This design comes from an exercise in tuning for small area and a short achievable clock period on the open sky130 flow, not from production work. At most, simulation tests tie the RTL to the original design; equivalence was not proved. The clock input has no modelled driver; a real chip could not lean on it and would need a root buffer or a full tree. Power and IR drop assume default switching activity.

## lane 3
==> flow/design.v (excerpt) <==
module alu_top (
    input             clk,
    input      [7:0]  a,
    input      [7:0]  b,
    input      [3:0]  command,
    input             en,
    output reg [15:0] out
);
    reg  [7:0]  a_q, b_q;
    reg  [3:0]  command_q;
    reg         en_q;
    wire [15:0] alu_out;
    always @(posedge clk) begin
        a_q       <= a;
        b_q       <= b;
        command_q <= command;
        en_q      <= en;
        out       <= alu_out;
    end
    alu u_alu (.a(a_q), .b(b_q), .command(command_q), .en(en_q), .out(alu_out));
endmodule
Size: ~960 cells after synthesis, about 37 flip-flops, roughly 38 I/O pins, about 5300 sq um of cells after synthesis.
==> flow/config.mk <==
export PLATFORM = sky130hd
export DESIGN_NAME = alu_top
export DESIGN_NICKNAME = alu_top
export VERILOG_FILES = /design/flow/design.v
export SDC_FILE = /design/flow/constraint.sdc
export NUM_CORES = 4
export LEC_CHECK = 0
export ABC_AREA = 1
export CAP_MARGIN = 20
export CORE_MARGIN = 2
export CORE_UTILIZATION = 40
export GPL_TIMING_DRIVEN = 0
export SLEW_MARGIN = 20
==> flow/constraint.sdc <==
create_clock -name core_clock -period 25.0 [get_ports {clk}]
set_input_delay 5.0000 -clock core_clock [delete_from_list [all_inputs] [get_ports {clk}]]
set_output_delay 5.0000 -clock core_clock [all_outputs]
set_load 0.01 [all_outputs]
standard.sh (not shown) runs the stock make flow with config.mk's settings and CLKGATE_MAP_FILE= SYNTH_SCRIPT=/design/flow/synth_recipe.tcl, a recipe that flattens the netlist after the stock synthesis.
==> flow/flow/run.sh <==
#!/bin/bash
# Standard layout with two changes:
#  - synthesis without full/half-adder cell extraction (ADDER_MAP_FILE empty), so ABC maps all logic;
#  - after the placement resize step, flip-flops with large fanout get the x4 drive.
# make's output goes to make_*.log here; ORFS writes each tool's log under orfs/logs/.
set -euo pipefail
here=$(pwd)
export UPSIZE_FLOP_FANOUT=${UPSIZE_FLOP_FANOUT:-8}
bash standard.sh ADDER_MAP_FILE= synth > make_synth.log 2>&1
bash standard.sh ADDER_MAP_FILE= POST_RESIZE_TCL=$here/flow/upsize_flops.tcl finish > make_finish.log 2>&1
==> flow/flow/upsize_flops.tcl <==
# Flip-flops whose output drives many pins get a stronger drive (same function, same name).
set n 0
foreach inst [get_cells *] {
  set ref [get_property $inst ref_name]
  if {$ref ne "sky130_fd_sc_hd__dfxtp_1"} { continue }
  set q [get_pins -of_objects $inst -filter "direction == output"]
  set loads [llength [get_pins -of_objects [get_nets -of_objects $q] -filter "direction == input"]]
  if {$loads >= $::env(UPSIZE_FLOP_FANOUT)} {
    replace_cell $inst sky130_fd_sc_hd__dfxtp_4
    incr n
  }
}
puts "upsize_flops: $n flip-flops resized"
Lane 3 has completed all stages; timing, DRC and antenna checks passed.
Edits applied to the flow inputs when going from lane 3 to lane 1:
==> flow/flow/run.sh <==
#!/bin/bash
# Standard layout with these changes:
#  - synthesis without full/half-adder cell extraction (ADDER_MAP_FILE empty), so ABC maps all logic;
#  - port buffers chosen in flow/ports.tcl instead of the default (DONT_BUFFER_PORTS=1 stops the
#    flow's own call; ports.tcl runs just before it, at the start of global placement);
#  - after the placement resize step, flip-flops with large fanout get the x4 drive.
# make's output goes to make_*.log here; ORFS writes each tool's log under orfs/logs/.
set -euo pipefail
here=$(pwd)
export UPSIZE_FLOP_FANOUT=${UPSIZE_FLOP_FANOUT:-8}
bash standard.sh ADDER_MAP_FILE= synth > make_synth.log 2>&1
bash standard.sh ADDER_MAP_FILE= DONT_BUFFER_PORTS=1 PRE_GLOBAL_PLACE_TCL=$here/flow/ports.tcl \
  POST_RESIZE_TCL=$here/flow/upsize_flops.tcl finish > make_finish.log 2>&1
==> flow/flow/ports.tcl (new file) <==
# Port buffers: the smallest buffer on inputs (they have most of the cycle to spare) and a
# faster one on outputs. Every input and output port still gets its own buffer.
buffer_ports -inputs -buffer_cell sky130_fd_sc_hd__buf_1
buffer_ports -outputs -buffer_cell sky130_fd_sc_hd__buf_2
- The share of the clock period used by the worst path after layout was comparable across lane 3 and lane 1.
- Between lane 3 and lane 1, the share of power burned in combinational logic is lower for lane 1.
- Sort lane 3 and lane 1 by routed wire length desc -> top: lane 3
- Taking lane 3 as the reference, in lane 1 average routed wire per standard cell decreased by about 0.4% relative to the old numbers; clock network fraction of total power increased by 0.6 points relative to the old numbers.
- From lane 3 to lane 1, number of violations of the max-capacitance limit did not move at all.
- As far as area after synthesis goes, lane 1 and lane 3 are indistinguishable; the numbers are identical.
- Comparing lane 3 and lane 1, sequential share of layout area is higher on lane 1.
No run of this note included a check of the RTL's function; only the layout flow was run.


Another version of the RTL of alu_top (not shown whole).
Size in the first run: about 910 cells after synthesis, ~37 flip-flops, roughly 0.0048 mm^2 of cells after synthesis.
clock: 25.0 ns
lec_check: 0
abc_area: 1
cap_margin: 20
core_margin: 2
core_utilization: 40
gpl_timing_driven: 0
slew_margin: 20
==> flow/flow/run.sh <==
#!/bin/bash
# Standard layout with these changes:
#  - synthesis: no full/half-adder cell extraction (ADDER_MAP_FILE empty), so ABC maps all logic,
#    and ABC's area script is flow/abc_area.script (a copy of ORFS's scripts folder with that
#    one file replaced is used for the synthesis step only);
#  - port buffers chosen in flow/ports.tcl instead of the default (DONT_BUFFER_PORTS=1 stops the
#    flow's own call; ports.tcl runs just before it, at the start of global placement);
#  - after the placement resize step, flip-flops with large fanout get the x4 drive, and gates
#    on paths slower than TARGET_NS are sized up (flow/post_resize.tcl);
#  - clock tree: no dummy loads, and the root buffer removed so that the leaf buffers hang
#    from the clock port (flow/post_cts.tcl).
# make's output goes to make_*.log here; ORFS writes each tool's log under orfs/logs/.
set -euo pipefail
export CLK_LEAF_CELL=sky130_fd_sc_hd__clkbuf_8
here=$(pwd)
export UPSIZE_FLOP_FANOUT=${UPSIZE_FLOP_FANOUT:-8}
# setup slack that the post-placement sizing aims for: the clock period less TARGET_NS
TARGET_NS=5.0
export REPAIR_SETUP_MARGIN=$(python3 -c "print(round($FLOW_PERIOD_NS - $TARGET_NS, 3))")
rm -rf "$here/synth_scripts"
cp -r "$FLOW_HOME/scripts" "$here/synth_scripts"
cp "$here/flow/abc_area.script" "$here/synth_scripts/abc_area.script"
bash standard.sh ADDER_MAP_FILE= SCRIPTS_DIR="$here/synth_scripts" synth > make_synth.log 2>&1
CTS="-root_buf sky130_fd_sc_hd__clkbuf_16 -buf_list sky130_fd_sc_hd__clkbuf_16 -sink_clustering_enable -sink_clustering_size 60 -sink_clustering_max_diameter 1000 -dont_use_dummy_load -repair_clock_nets"
bash standard.sh ADDER_MAP_FILE= DONT_BUFFER_PORTS=1 PRE_GLOBAL_PLACE_TCL="$here/flow/ports.tcl" \
  POST_RESIZE_TCL="$here/flow/post_resize.tcl" "CTS_ARGS=$CTS" POST_CTS_TCL="$here/flow/post_cts.tcl" finish > make_finish.log 2>&1
==> flow/flow/abc_area.script <==
strash
dc2
balance
rewrite
refactor
balance
rewrite
rewrite -z
balance
refactor -z
rewrite -z
balance
dch
map -B 0.9
strash
dch
map -B 0.9
topo
stime -c
buffer -c
dnsize -c
==> flow/flow/post_cts.tcl <==
set block [ord::get_db_block]
set root [$block findInst clkbuf_0_clk]
if {$root eq "NULL" || $root eq ""} { error "post_cts: no root buffer clkbuf_0_clk" }
set rootnet [[$root findITerm X] getNet]
set clknet [[$root findITerm A] getNet]
set leaves {}
foreach it [$rootnet getITerms] {
  if {[$it isOutputSignal]} { continue }
  set inst [$it getInst]
  if {![string match "sky130_fd_sc_hd__clkbuf_*" [[$inst getMaster] getName]]} {
    error "post_cts: the root buffer drives [$inst getName], not only leaf buffers"
  }
  lappend leaves $it
}
if {[llength $leaves] > 4} { error "post_cts: [llength $leaves] leaf buffers, more than the port may drive" }
foreach it $leaves {
  $it disconnect
  $it connect $clknet
}
[$root findITerm A] disconnect
[$root findITerm X] disconnect
odb::dbInst_destroy $root
odb::dbNet_destroy $rootnet
if {[info exists ::env(CLK_LEAF_CELL)] && $::env(CLK_LEAF_CELL) ne ""} {
  foreach it $leaves { replace_cell [[$it getInst] getName] $::env(CLK_LEAF_CELL) }
}
puts "post_cts: [llength $leaves] leaf buffers now driven from the clock port"
detailed_placement
check_placement -verbose
estimate_parasitics -placement
report_clock_latency
Scripts as last shown in full above: flow/flow/upsize_flops.tcl
Other scripts of this flow, unchanged in this note and not shown: flow/flow/ports.tcl, flow/flow/post_resize.tcl
Rerun with:
--- a/flow/flow/run.sh
+++ b/flow/flow/run.sh
@@ -6,5 +6,5 @@
 #  - port buffers chosen in flow/ports.tcl instead of the default (DONT_BUFFER_PORTS=1 stops the
 #    flow's own call; ports.tcl runs just before it, at the start of global placement);
-#  - after the placement resize step, flip-flops with large fanout get the x4 drive, and gates
+#  - after the placement resize step, flip-flops with large fanout get a stronger drive (UPSIZE_FLOP_CELL), and gates
 #    on paths slower than TARGET_NS are sized up (flow/post_resize.tcl);
 #  - clock tree: no dummy loads, and the root buffer removed so that the leaf buffers hang
@@ -14,7 +14,8 @@
 export CLK_LEAF_CELL=sky130_fd_sc_hd__clkbuf_8
 here=$(pwd)
-export UPSIZE_FLOP_FANOUT=${UPSIZE_FLOP_FANOUT:-8}
+export UPSIZE_FLOP_FANOUT=8
+export UPSIZE_FLOP_CELL=sky130_fd_sc_hd__dfxtp_2
 # setup slack that the post-placement sizing aims for: the clock period less TARGET_NS
-TARGET_NS=5.0
+TARGET_NS=5.3
 export REPAIR_SETUP_MARGIN=$(python3 -c "print(round($FLOW_PERIOD_NS - $TARGET_NS, 3))")
 rm -rf "$here/synth_scripts"
==> flow/flow/abc_area.script (replaced) <==
strash
dc2
balance
rewrite
refactor
balance
rewrite
rewrite -z
balance
refactor -z
rewrite -z
balance
&get -n
&deepsyn -T 20
&put
dch
map -B 0.9
strash
dch
map -B 0.9
strash
dch
map -B 0.9
topo
stime -c
upsize -c
dnsize -c
--- a/flow/flow/upsize_flops.tcl
+++ b/flow/flow/upsize_flops.tcl
@@ -7,5 +7,5 @@
   set loads [llength [get_pins -of_objects [get_nets -of_objects $q] -filter "direction == input"]]
   if {$loads >= $::env(UPSIZE_FLOP_FANOUT)} {
-    replace_cell $inst sky130_fd_sc_hd__dfxtp_4
+    replace_cell $inst $::env(UPSIZE_FLOP_CELL)
     incr n
   }
Design area falls by roughly a tenth.
Register-to-register slack loses 60 ps.
Hold slack gets worse by 110 ps.
Rerun with:
--- a/flow/flow/run.sh
+++ b/flow/flow/run.sh
@@ -6,5 +6,5 @@
 #  - port buffers chosen in flow/ports.tcl instead of the default (DONT_BUFFER_PORTS=1 stops the
 #    flow's own call; ports.tcl runs just before it, at the start of global placement);
-#  - after the placement resize step, flip-flops with large fanout get a stronger drive (UPSIZE_FLOP_CELL), and gates
+#  - after the placement resize step, flip-flops with large fanout get the x4 drive, and gates
 #    on paths slower than TARGET_NS are sized up (flow/post_resize.tcl);
 #  - clock tree: no dummy loads, and the root buffer removed so that the leaf buffers hang
@@ -12,10 +12,8 @@
 # make's output goes to make_*.log here; ORFS writes each tool's log under orfs/logs/.
 set -euo pipefail
-export CLK_LEAF_CELL=sky130_fd_sc_hd__clkbuf_8
 here=$(pwd)
-export UPSIZE_FLOP_FANOUT=8
-export UPSIZE_FLOP_CELL=sky130_fd_sc_hd__dfxtp_2
+export UPSIZE_FLOP_FANOUT=${UPSIZE_FLOP_FANOUT:-8}
 # setup slack that the post-placement sizing aims for: the clock period less TARGET_NS
-TARGET_NS=5.3
+TARGET_NS=5.1
 export REPAIR_SETUP_MARGIN=$(python3 -c "print(round($FLOW_PERIOD_NS - $TARGET_NS, 3))")
 rm -rf "$here/synth_scripts"
==> flow/flow/abc_area.script (replaced) <==
strash
dc2
balance
rewrite
refactor
balance
rewrite
rewrite -z
balance
refactor -z
rewrite -z
balance
dch
map -B 0.9
strash
dch
map -B 0.9
topo
stime -c
buffer -c
upsize -c
dnsize -c
--- a/flow/flow/upsize_flops.tcl
+++ b/flow/flow/upsize_flops.tcl
@@ -7,5 +7,5 @@
   set loads [llength [get_pins -of_objects [get_nets -of_objects $q] -filter "direction == input"]]
   if {$loads >= $::env(UPSIZE_FLOP_FANOUT)} {
-    replace_cell $inst $::env(UPSIZE_FLOP_CELL)
+    replace_cell $inst sky130_fd_sc_hd__dfxtp_4
     incr n
   }
Effect: Global-route usage goes up by 0.52 points. Synthesized cell count went up by 9.6%. Cell count climbs by 8.2%. Worst hold slack gains 110 ps. Register-to-register slack improved by 180 ps. Sequential power fell by 8.4%. Sequential cell count stays the same.
Rerun with:
--- a/flow/flow/run.sh
+++ b/flow/flow/run.sh
@@ -12,8 +12,9 @@
 # make's output goes to make_*.log here; ORFS writes each tool's log under orfs/logs/.
 set -euo pipefail
+export CLK_LEAF_CELL=sky130_fd_sc_hd__clkbuf_8
 here=$(pwd)
 export UPSIZE_FLOP_FANOUT=${UPSIZE_FLOP_FANOUT:-8}
 # setup slack that the post-placement sizing aims for: the clock period less TARGET_NS
-TARGET_NS=5.1
+TARGET_NS=5.3
 export REPAIR_SETUP_MARGIN=$(python3 -c "print(round($FLOW_PERIOD_NS - $TARGET_NS, 3))")
 rm -rf "$here/synth_scripts"
--- a/flow/flow/abc_area.script
+++ b/flow/flow/abc_area.script
@@ -11,4 +11,10 @@
 rewrite -z
 balance
+&get -n
+&deepsyn -T 20
+&put
+dch
+map -B 0.9
+strash
 dch
 map -B 0.9
The changed run ran to the end with no violations.
Combinational power hardly moves.
Maximum frequency barely changes.
Register-to-register slack gains 60 ps.
Total power goes down by 5.8%.
Utilization falls by 0.31 points.
Final cell count is lower by 5.4%.
Global-route usage came out lower by 0.58 points.
Sequential share of layout area is higher by 0.71 points.

==> static timing again, ports no longer ideal <==
Ports are ideal in the flow. The routed layouts listed here were re-timed in OpenROAD. Step 1 (the two cells are an assumption about what drives the block):
set clk [get_ports {clk}]
set_driving_cell -lib_cell sky130_fd_sc_hd__clkbuf_16 $clk
set_driving_cell -lib_cell sky130_fd_sc_hd__buf_2 [delete_from_list [all_inputs] $clk]
Step 2 times the ports against the registers' clock, not the clock port: input delays grow and output delays shrink by t, the midpoint of the rising clock arrivals with the driver on. a / b / c = no drivers / after step 1 / after step 2; a / b = the first two.
run | t (ns) | setup slack, ns | clock arrival spread, ns | worst register clock-pin slew, ns
lane 3 | 0.337 | 18.544 / 18.544 / 18.544 | 0.015 / 0.015 | 0.07 / 0.07
lane 1 | 0.341 | 18.559 / 18.559 / 18.559 | 0.011 / 0.012 | 0.07 / 0.07
the first run of note 2 | 0.199 | 19.435 / 19.367 / 19.566 | 0.014 / 0.014 | 0.08 / 0.08
the second run of note 2 | 0.202 | 19.435 / 19.361 / 19.563 | 0.020 / 0.020 | 0.07 / 0.08
the third run of note 2 | 0.204 | 19.444 / 19.362 / 19.566 | 0.011 / 0.011 | 0.06 / 0.06
the fourth run of note 2 | 0.200 | 19.436 / 19.372 / 19.572 | 0.030 / 0.030 | 0.09 / 0.09
After both steps every run listed still meets setup and hold.
